What follows belongs to an exercise in optimizing a design on an open flow for small area and a short achievable clock period; a production flow would make more cautious choices. For this run, only the layout was checked, not whether the RTL still works.

--- config.mk ---
export PLATFORM = sky130hd
export DESIGN_NAME = PE
export DESIGN_NICKNAME = PE
export VERILOG_FILES = /design/flow/design.v
export SDC_FILE = /design/flow/constraint.sdc
export NUM_CORES = 4
export LEC_CHECK = 0
export CAP_MARGIN = 20
export CORE_MARGIN = 2
export CORE_UTILIZATION = 40
export SLEW_MARGIN = 20
--- constraint.sdc ---
create_clock -name core_clock -period 26.5 [get_ports {clk}]
set_input_delay 5.3000 -clock core_clock [delete_from_list [all_inputs] [get_ports {clk}]]
set_output_delay 5.3000 -clock core_clock [all_outputs]
set_load 0.01 [all_outputs]
--- design.v ---
`timescale 1ns / 1ps
module CompareAndShift32Bit (
    input [7:0] exp_a,
    input [7:0] exp_b,
    input [23:0] man_a,
    input [23:0] man_b,
    output reg [23:0] al_man_a,
    output reg [23:0] al_man_b,
    output reg [7:0] shift
);
    always @(*) begin
        if (exp_a > exp_b) begin
            shift = exp_a - exp_b;
            al_man_a = man_a;
            al_man_b = man_b >> shift;
        end else begin
            shift = exp_b - exp_a;
            al_man_a = man_a >> shift;
            al_man_b = man_b;
        end
    end
endmodule
`timescale 1ns / 1ps
module Addition32Bit (
    input sign_a,
    input sign_b,
    input [23:0] a,b,
    output reg [24:0] res,
    output reg sign_res
    );
    always @(*) begin
        if (sign_a == sign_b) begin
            sign_res = sign_a;   
            res = a+b;
        end
        else if (a >= b) begin
            res = a - b;
            sign_res = sign_a;
        end
        else begin
            res = b - a;
            sign_res = sign_b;
        end
    end
endmodule
`timescale 1ns / 1ps
module Normalization32Bit (
    input [24:0] res,
    input [7:0] exp_base,
    output reg [23:0] man_res,
    output reg [7:0] exp_res,
    output reg overflow
);
    reg [24:0] normalized_result;
    integer i;
    reg continue_shift;
    always @(*) begin
        normalized_result = res;
        exp_res = exp_base;
        overflow = 0;
        if (normalized_result == 0) begin  
            man_res = 0;
            exp_res = 0;
            overflow = 0;
        end 
        else begin
            if (normalized_result[24]) begin  
                normalized_result = normalized_result >> 1;
                exp_res = exp_base + 1;
                man_res = normalized_result[23:0];
            end 
            else begin  
                repeat (24) begin                
                    if(normalized_result[23] == 0) begin
                        normalized_result = normalized_result << 1;
                        exp_res = exp_res - 1;
                    end
		        end		    
            man_res = normalized_result[23:0];
                if(exp_res==8'b11111111) begin
                     overflow=1;
                end
            end
        end
    end
endmodule
`timescale 1ns / 1ps
module adder_32bit(
    input clk,
    input rst,
    input [31:0] i_a,
    input [31:0] i_b,
    input i_vld,
    output reg [31:0] o_res,
    output reg o_res_vld,
    output reg overflow );
    wire [7:0] shift;
    wire [23:0] al_man_a, al_man_b;
    wire sign_a, sign_b, sign_res;
    wire [7:0] exp_a, exp_b, exp_res;
    wire [23:0] man_a, man_b, man_res;
    wire [24:0] res;
    wire operation_overflow;
    assign sign_a = i_a[31];
    assign sign_b = i_b[31];
    assign exp_a = i_a[30:23];
    assign exp_b = i_b[30:23];
    assign man_a = (exp_a == 8'b0) ? {1'b0, i_a[22:0]} : {1'b1, i_a[22:0]};  
    assign man_b = (exp_b == 8'b0) ? {1'b0, i_b[22:0]} : {1'b1, i_b[22:0]};
    wire is_nan_a = ((exp_a == 8'b11111111) && (man_a[22:0] != 0));  
    wire is_nan_b = ((exp_b == 8'b11111111) && (man_b[22:0] != 0));
    wire is_inf_a = ((exp_a == 8'b11111111) && (man_a[22:0] == 0));
    wire is_inf_b = ((exp_b == 8'b11111111) && (man_b[22:0] == 0));
    wire is_zero_a = ((i_a[30:0] == 0));  
    wire is_zero_b = ((i_b[30:0] == 0));
    CompareAndShift32Bit u_CompareAndShift32Bit (
        .exp_a(exp_a),           
        .exp_b(exp_b),           
        .man_a(man_a),           
        .man_b(man_b),           
        .al_man_a(al_man_a),     
        .al_man_b(al_man_b),     
        .shift(shift)            
    );
    Addition32Bit u_Addition32Bit (
        .sign_a(sign_a),         
        .sign_b(sign_b),         
        .a(al_man_a),            
        .b(al_man_b),            
        .res(res),               
        .sign_res(sign_res)      
    );
    Normalization32Bit u_Normalization32Bit (
        .res(res),                                   
        .exp_base((exp_a > exp_b) ? exp_a : exp_b),  
        .man_res(man_res),                           
        .exp_res(exp_res),                           
        .overflow(operation_overflow)                
    );
    always @(posedge clk or posedge rst) begin
        if (rst) begin
            o_res_vld <= 1'b0;
            o_res <= 32'b0;
            overflow <=0;
        end
        else if (i_vld) begin
            if (is_nan_a || is_nan_b || (is_inf_a && is_inf_b && (sign_a != sign_b))) begin
                o_res <= 32'h7FC00000;  
                overflow <= 1'b1;
            end 
            else if (is_inf_a || is_inf_b) begin
                o_res <= is_inf_a ? i_a : i_b;  
                overflow <= 1'b1;
            end 
            else if (is_zero_a && is_zero_b) begin
                o_res <= 32'b0;  
            end 
            else begin
            o_res <= {sign_res, exp_res, man_res[22:0]};
            o_res_vld <= 1'b1;
            overflow <= operation_overflow;
            end
            o_res_vld <= 1'b1;
        end 
        else begin
            o_res_vld <= 1'b0;
            o_res <= 32'b0;
        end
    end
endmodule
`timescale 1ns / 1ps
module Multiplication32bit(
    input [23:0] man_a,
    input [23:0] man_b,
    input [7:0] exp_a,
    input [7:0] exp_b,
    output [22:0] final_mantissa,
    output [7:0] final_exp,
    output overflow
);
    wire [47:0] product = man_a * man_b;  
    wire norm_shift = product[47];  
    wire [22:0] man_norm = norm_shift ? product[46:24] : product[45:23];  
    wire guard_bit = norm_shift ? product[23] : product[22];  
    wire sticky_bit = norm_shift ? |product[22:0] : |product[21:0];  
    wire round = guard_bit & sticky_bit;  
    wire [23:0] rounded = {1'b0, man_norm} + round;  
    wire carry = rounded[23];  
    assign final_mantissa = carry ? rounded[23:1] : rounded[22:0];  
    wire [9:0] exp_raw = exp_a + exp_b - 8'd127 + norm_shift + carry;  
    assign final_exp = exp_raw[7:0];
    assign overflow = exp_raw > 8'd254;
endmodule
`timescale 1ns / 1ps
module multiplier_32bit (
    input clk,
    input rst,
    input [31:0] i_a,
    input [31:0] i_b,
    input i_vld,
    output reg [31:0] o_res,
    output reg o_res_vld,
    output reg overflow );
    wire sign_a, sign_b, sign_res;
    wire [7:0] exp_a, exp_b, final_exp;
    wire [22:0] final_mantissa;
    wire result_overflow;
    wire [23:0] man_a, man_b;
    assign sign_a = i_a[31];
    assign sign_b = i_b[31];
    assign exp_a = i_a[30:23];
    assign exp_b = i_b[30:23];
    assign man_a = (exp_a == 8'b0) ? {1'b0, i_a[22:0]} : {1'b1, i_a[22:0]};  
    assign man_b = (exp_b == 8'b0) ? {1'b0, i_b[22:0]} : {1'b1, i_b[22:0]};
    wire is_nan_a = ((exp_a == 8'b11111111) && (man_a[22:0] != 0));  
    wire is_nan_b = ((exp_b == 8'b11111111) && (man_b[22:0] != 0));
    wire is_inf_a = ((exp_a == 8'b11111111) && (man_a[22:0] == 0));
    wire is_inf_b = ((exp_b == 8'b11111111) && (man_b[22:0] == 0));
    wire is_zero_a = ((i_a[30:0] == 0));  
    wire is_zero_b = ((i_b[30:0] == 0));
    assign sign_res = sign_a ^ sign_b;
    Multiplication32bit u_Multiplication32bit (
        .man_a(man_a),
        .man_b(man_b),
        .exp_a(exp_a),
        .exp_b(exp_b),
        .final_mantissa(final_mantissa),
        .final_exp(final_exp),
        .overflow(result_overflow) );
    always @(posedge clk or posedge rst) begin
        if (rst) begin
            o_res_vld <= 1'b0;
            o_res <= 32'b0;
            overflow <=0;
        end
        else if (i_vld) begin
            if (is_nan_a || is_nan_b || ((is_inf_a && is_zero_b) || (is_zero_a && is_inf_b))) begin
                o_res <= 32'h7FC00000;  
                overflow <= 1'b1;
            end else if (is_inf_a || is_inf_b) begin
                o_res <= {sign_res, 8'hFF, 23'b0};  
                overflow <= 1'b1;
            end else if (is_zero_a || is_zero_b) begin
                o_res <= {sign_res, 31'b0};  
                overflow <= 1'b0;
            end else if (result_overflow) begin
                o_res <= {sign_res, 8'hFF, 23'b0};  
                overflow <= 1'b1;
            end else begin
                o_res <= {sign_res, final_exp, final_mantissa};
                overflow <= 1'b0;
            end
            o_res_vld <= 1'b1;
        end 
        else begin
            o_res_vld <= 1'b0;
            o_res <= 32'b0;
        end
    end
endmodule
`timescale 1ns / 1ps
module PE(
    input clk, rst, i_vld, bias_add,  
    input [31:0] in0, in1, in2, in3, in4, in5, in6, in7, bias_val, 
    output [31:0] out_node
);
    wire mul0_overflow, mul1_overflow, mul2_overflow, mul3_overflow;
    wire mul0_o_res_vld, mul1_o_res_vld, mul2_o_res_vld, mul3_o_res_vld;
    wire [31:0] mul0_o_res, mul1_o_res, mul2_o_res, mul3_o_res;
    wire add0_overflow, add1_overflow, add2_overflow;
    wire add0_o_res_vld, add1_o_res_vld, add2_o_res_vld;
    wire [31:0] add0_o_res, add1_o_res, add2_o_res;
    wire i_vld_adder0, i_vld_adder1;
    wire add_acc_o_res_vld;
    wire add_acc_overflow;
	 wire [31:0] out_reg_out;
    reg [31:0] out_reg;
	 wire acc_vld;
	 wire [31:0] accumulate_in;
    always @(posedge clk) begin
        if (rst) begin
            out_reg <= 32'd0;
        end else begin
            out_reg <= out_reg_out;
		  end
    end
    multiplier_32bit multiplier0(
        .clk(clk),
        .rst(rst),
        .i_a(in0),
        .i_b(in1),
        .i_vld(i_vld),
        .o_res(mul0_o_res),
        .o_res_vld(mul0_o_res_vld),
        .overflow(mul0_overflow)
    );
    multiplier_32bit multiplier1(
        .clk(clk),
        .rst(rst),
        .i_a(in2),
        .i_b(in3),
        .i_vld(i_vld),
        .o_res(mul1_o_res),
        .o_res_vld(mul1_o_res_vld),
        .overflow(mul1_overflow)
    );
    multiplier_32bit multiplier2(
        .clk(clk),
        .rst(rst),
        .i_a(in4),
        .i_b(in5),
        .i_vld(i_vld),
        .o_res(mul2_o_res),
        .o_res_vld(mul2_o_res_vld),
        .overflow(mul2_overflow)
    );
    multiplier_32bit multiplier3(
        .clk(clk),
        .rst(rst),
        .i_a(in6),
        .i_b(in7),
        .i_vld(i_vld),
        .o_res(mul3_o_res),
        .o_res_vld(mul3_o_res_vld),
        .overflow(mul3_overflow)
    );
    assign i_vld_adder0 = mul0_o_res_vld & mul1_o_res_vld;
    assign i_vld_adder1 = mul2_o_res_vld & mul3_o_res_vld;
    adder_32bit adder0(
        .clk(clk),
        .rst(rst),
        .i_a(mul0_o_res),
        .i_b(mul1_o_res),
        .i_vld(i_vld_adder0),
        .o_res(add0_o_res),
        .o_res_vld(add0_o_res_vld),
        .overflow(add0_overflow)
    );
    adder_32bit adder1(
        .clk(clk),
        .rst(rst),
        .i_a(mul2_o_res),
        .i_b(mul3_o_res),
        .i_vld(i_vld_adder1),
        .o_res(add1_o_res),
        .o_res_vld(add1_o_res_vld),
        .overflow(add1_overflow)
    );
    adder_32bit adder2(
        .clk(clk),
        .rst(rst),
        .i_a(add0_o_res),
        .i_b(add1_o_res),
        .i_vld(add1_o_res_vld),
        .o_res(add2_o_res),
        .o_res_vld(add2_o_res_vld),
        .overflow(add2_overflow)
    );
	 assign accumulate_in = bias_add ? bias_val : add2_o_res;
	 assign acc_vld = bias_add ? bias_add : add2_o_res_vld;
    adder_32bit adder_acumulate(
        .clk(clk),
        .rst(rst),
        .i_a(out_reg),
        .i_b(accumulate_in),
        .i_vld(acc_vld),
        .o_res(out_reg_out),
        .o_res_vld(add_acc_o_res_vld),
        .overflow(add_acc_overflow)
    );
    assign out_node = out_reg_out;
endmodule
--- run.sh ---
#!/bin/bash
# synth_recipe.tcl (not shown) runs the flow's synth.tcl, then flattens the netlist and writes it again
# the make line also repeats each setting of config.mk as NAME=value (left out here)
make -C /OpenROAD-flow-scripts/flow DESIGN_CONFIG=/design/flow/config.mk WORK_HOME=/design/flow/orfs CLKGATE_MAP_FILE= SYNTH_SCRIPT=/design/flow/synth_recipe.tcl finish
==> flow_summary.yaml <==
outcome:
  status: "timing/DRC/antenna clean"
yosys:
  yosys-top-cells-count: "2,982 x nand2_1, 2,556 x inv_1, 1,956 x fa_1, 1,211 x ha_1, 1,204 x nor2_1"
  synth_top_family_by_area: "adder cells"
  synthMuxAreaShare_pct: 4.26
  yosysTopAreaCellShare_pct: 25.8
  yosys.area_share.simple_pct: 22.5
  synth_xor_area_share_pct: 5.41
  synth.largest_area_cell: "fa_1"
  syn-cell-area_mm2: 0.151
  synth_compound_area_share_pct: 18.1
  async_flop_share_pct: 89.0
  synth_seq_cells: 291
  synth_warnings: 6
  synthCells: 19800
  syn_nets: 23300
  synth.distinct_cells: 144
  avgSynthCellArea_um2: 7.65
  synth_edf_count: 0
  synth_top_flop_cell: "dfrtp_1"
  synth.most_common_cell: "nand2_1"
  synth_area_leaders: "fa_1 26%, ha_1 10%, nand2_1 7.4%"
  synth_fa_ha_area_share_pct: 35.9
  yosysSeqAreaShare_pct: 4.70
cells_and_area:
  area_growth_pct: 6.60
  stdcell_area_mm2: 0.161
  final_net_count: 23000
  final_cells: 24600
  drive_above_1_share_pct: 5.25
clocking:
  htreeDepth: 2
  clock_sinks: 291
  cts_tree: "built"
  insertion_delay_ns: 0.66
  clk_pin_slew_worst_paths_ns: 0.06
  post_cts_buffers: 0
  cts_inserted_buffers: 34
  cts_root_buffer: "clkbuf_16"
  cts_resized: 0
  cts_hold_buf: 0
  cts_max_path_buffers: 3
routing:
  drc: 0
  wirelength_mm: 518
  postRouteAntennaNets: 0
  vias: 143000
  drt_pass1_iterations: 9
  vias_per_cell: 5.82
  drtIter0Drc: 12600
  wl_per_cell_um: 21.1
floorplanning:
  die_area_mm2: 0.384
  design.core.area_mm2: 0.376
  die_h_um: 619
  dieWidth_um: 619
  io_pins: 324
  start_util_pct: 40.2
  core.rowCount: 225
setup_path:
  cp_slowest_cell: "nor4_1"
  critPathMaxFanout: 37
  critPathMaxStageDelay_ns: 0.73
  startpoint: "bias_add"
  r2r-start: "adder0.o_res[23]$_DFF_PP0_"
  critical_path_class: "input port to flop"
  worstSetupStartpointType: "input port"
  cp_common_cell: "ha_1"
  required_ns: 26.96
  cp.arrival_ns: 24.66
  end_kind: "flop"
grt:
  grt_pass1_vias: 141000
  grt_max_degree: 72
  track_usage_pct: 26.5
  antenna_found_initial: 10
  grt_pass1_wl_mm: 816
  grt_overflow: 0
timing:
  worst_pin_slew_ns: 1.19
  fin_skew_ns: 0.0461
  rsz0062_at_grt: "no"
  setup_viol: 0
  max_freq_mhz: 41.3
  final_hold_viol_count: 0
  max_slew_margin_pct: 19.9
  drv_slew: 0
  finalCritPeriodShare_pct: 91.3
  period_needed_ns: 24.21
  tns_ns: 0
placement:
  portBuffers: 323
  dp.cells: 24500
  dpl_cell_area_mm2: 0.160
  globalplace.congestion: 0.963
  dp_hpwl_mm: 402
job:
  drv_cap: 0
hold_path:
  hold_path_class: "flop to flop"
  hold_path.startpoint: "adder_acumulate.o_res[11]$_DFF_PP0_"
==> cell families after synthesis <==
group                      Yosys count
xor gates and xnor gates           853
adders and majority gates         3172
muxes                              560
and+or+nand+nor                   7193
buffers and inverters             3630
DFF                                291
AOI/OAI and AO/OA                 4114
==> routing by layer <==
metal | part of all wire [%] | vias up | track usage [%]
met5 | 0.0023 | - | 0
met2 | 47 | 5453 | 44.2
li1 | - | 66200 | -
met4 | 3.6 | 2 | 8.51
met3 | 6.6 | 861 | 2.90
met1 | 43 | 70500 | 35.7
==> stage by stage <==
step           hold WS (ns)  setup WS (ns)  util, %
4_1_cts               0.494           2.43     42.9
3_3_place_gp          0.476           1.83     42.6
5_1_grt               0.518           1.01     42.9
6_report              0.488           2.29     42.9
2_1_floorplan         0.369           4.44        -
3_5_place_dp          0.481           1.87     42.6
==> worst paths after layout <==
kind / end / slack, ns / cells after the start
setup / recovery: adder_acumulate.o_res[28]$_DFF_PP0_ / 2.29 / 79
hold / removal: out_reg[11]$_SDFF_PP0_ / 0.49 / 1
setup reg to reg: adder2.o_res[30]$_DFF_PP0_ / 3.19 / 106
hold reg to reg: out_reg[11]$_SDFF_PP0_ / 0.49 / 1
max in group asynchronous: multiplier1.o_res[9]$_DFF_PP0_ / 18.29 / 6
min in group asynchronous: adder_acumulate.o_res[22]$_DFF_PP0_ / 5.32 / 3
==> cells in the final DEF (no fill, tap or decap), types with 49 or more instances in the layout <==
cell type / synthesis / final
a211o_1: 59 / 59
a211oi_1: 237 / 236
a21o_1: 203 / 203
a21oi_1: 992 / 990
a221oi_1: 54 / 54
a22o_1: 103 / 103
a22oi_1: 78 / 77
a31oi_1: 174 / 174
and2_1: 866 / 866
and3_1: 126 / 126
buf_4: 15 / 424
clkdlybuf4s50_1: 0 / 318
dfrtp_1: 259 / 259
fa_1: 1956 / 1956
ha_1: 1211 / 1207
inv_1: 2556 / 2555
mux2_2: 129 / 129
mux2i_1: 375 / 374
mux4_2: 52 / 52
nand2_1: 2982 / 2982
nand2b_1: 113 / 113
nand3_1: 441 / 441
nand4_1: 201 / 201
nor2_1: 1204 / 1202
nor2b_1: 123 / 123
nor3_1: 420 / 419
nor4_1: 232 / 232
o211ai_1: 201 / 201
o21a_1: 127 / 127
o21ai_0: 793 / 790
o21ai_1: 48 / 49
o21bai_1: 124 / 124
o22ai_1: 127 / 126
o31ai_1: 116 / 113
or2_2: 90 / 90
or3_1: 115 / 115
xnor2_1: 545 / 531
xor2_1: 243 / 235
==> worst max-delay path, delay by kind of cell <==
| kind | cells | cell delay (ns) |
|---|---|---|
| adder cells (fa/ha/maj) | 16 | 4.88 |
| XOR/XNOR | 9 | 2.22 |
| buffers and inverters | 4 | 1.00 |
| multiplexers | 10 | 2.82 |
| AO/OA/AOI/OAI | 18 | 4.96 |
| AND/OR/NAND/NOR | 22 | 3.42 |
==> area by class of cell <==
cell class	instances	area, um2
clock inverter	16	184
tap	4994	6250
clock buffer	45	943
timing repair buffer	748	6400
multi-input combinational	15900	131000
sequential	291	7120
antenna	9	22.5
fill	38600	215000
inverter	2572	9660

port drivers added, routing unchanged:
The flow's constraints put no driver on any port. The routed layout listed below was extracted and timed again, unchanged, in two steps.
Step 1 sets driving cells, clkbuf_16 on the clock port and buf_2 on the other inputs (assumed; they add their load-dependent delay and slew).
Step 2, shift: input delay + t, output delay - t, t = (earliest + latest rising clock arrival at the registers) / 2. This alone moves slack from input paths to output paths.
a / b / c = no drivers / after step 1 / after step 2; a / b = the first two.
shift t [ns]: 0.719
setup WS [ns]: 2.294 / 2.358 / 1.639
pins driven straight from the clock port: 1
After both steps setup and hold are still met in this run. The setup slack of this run moves by +0.064 ns with the drivers and by -0.655 ns with both steps.
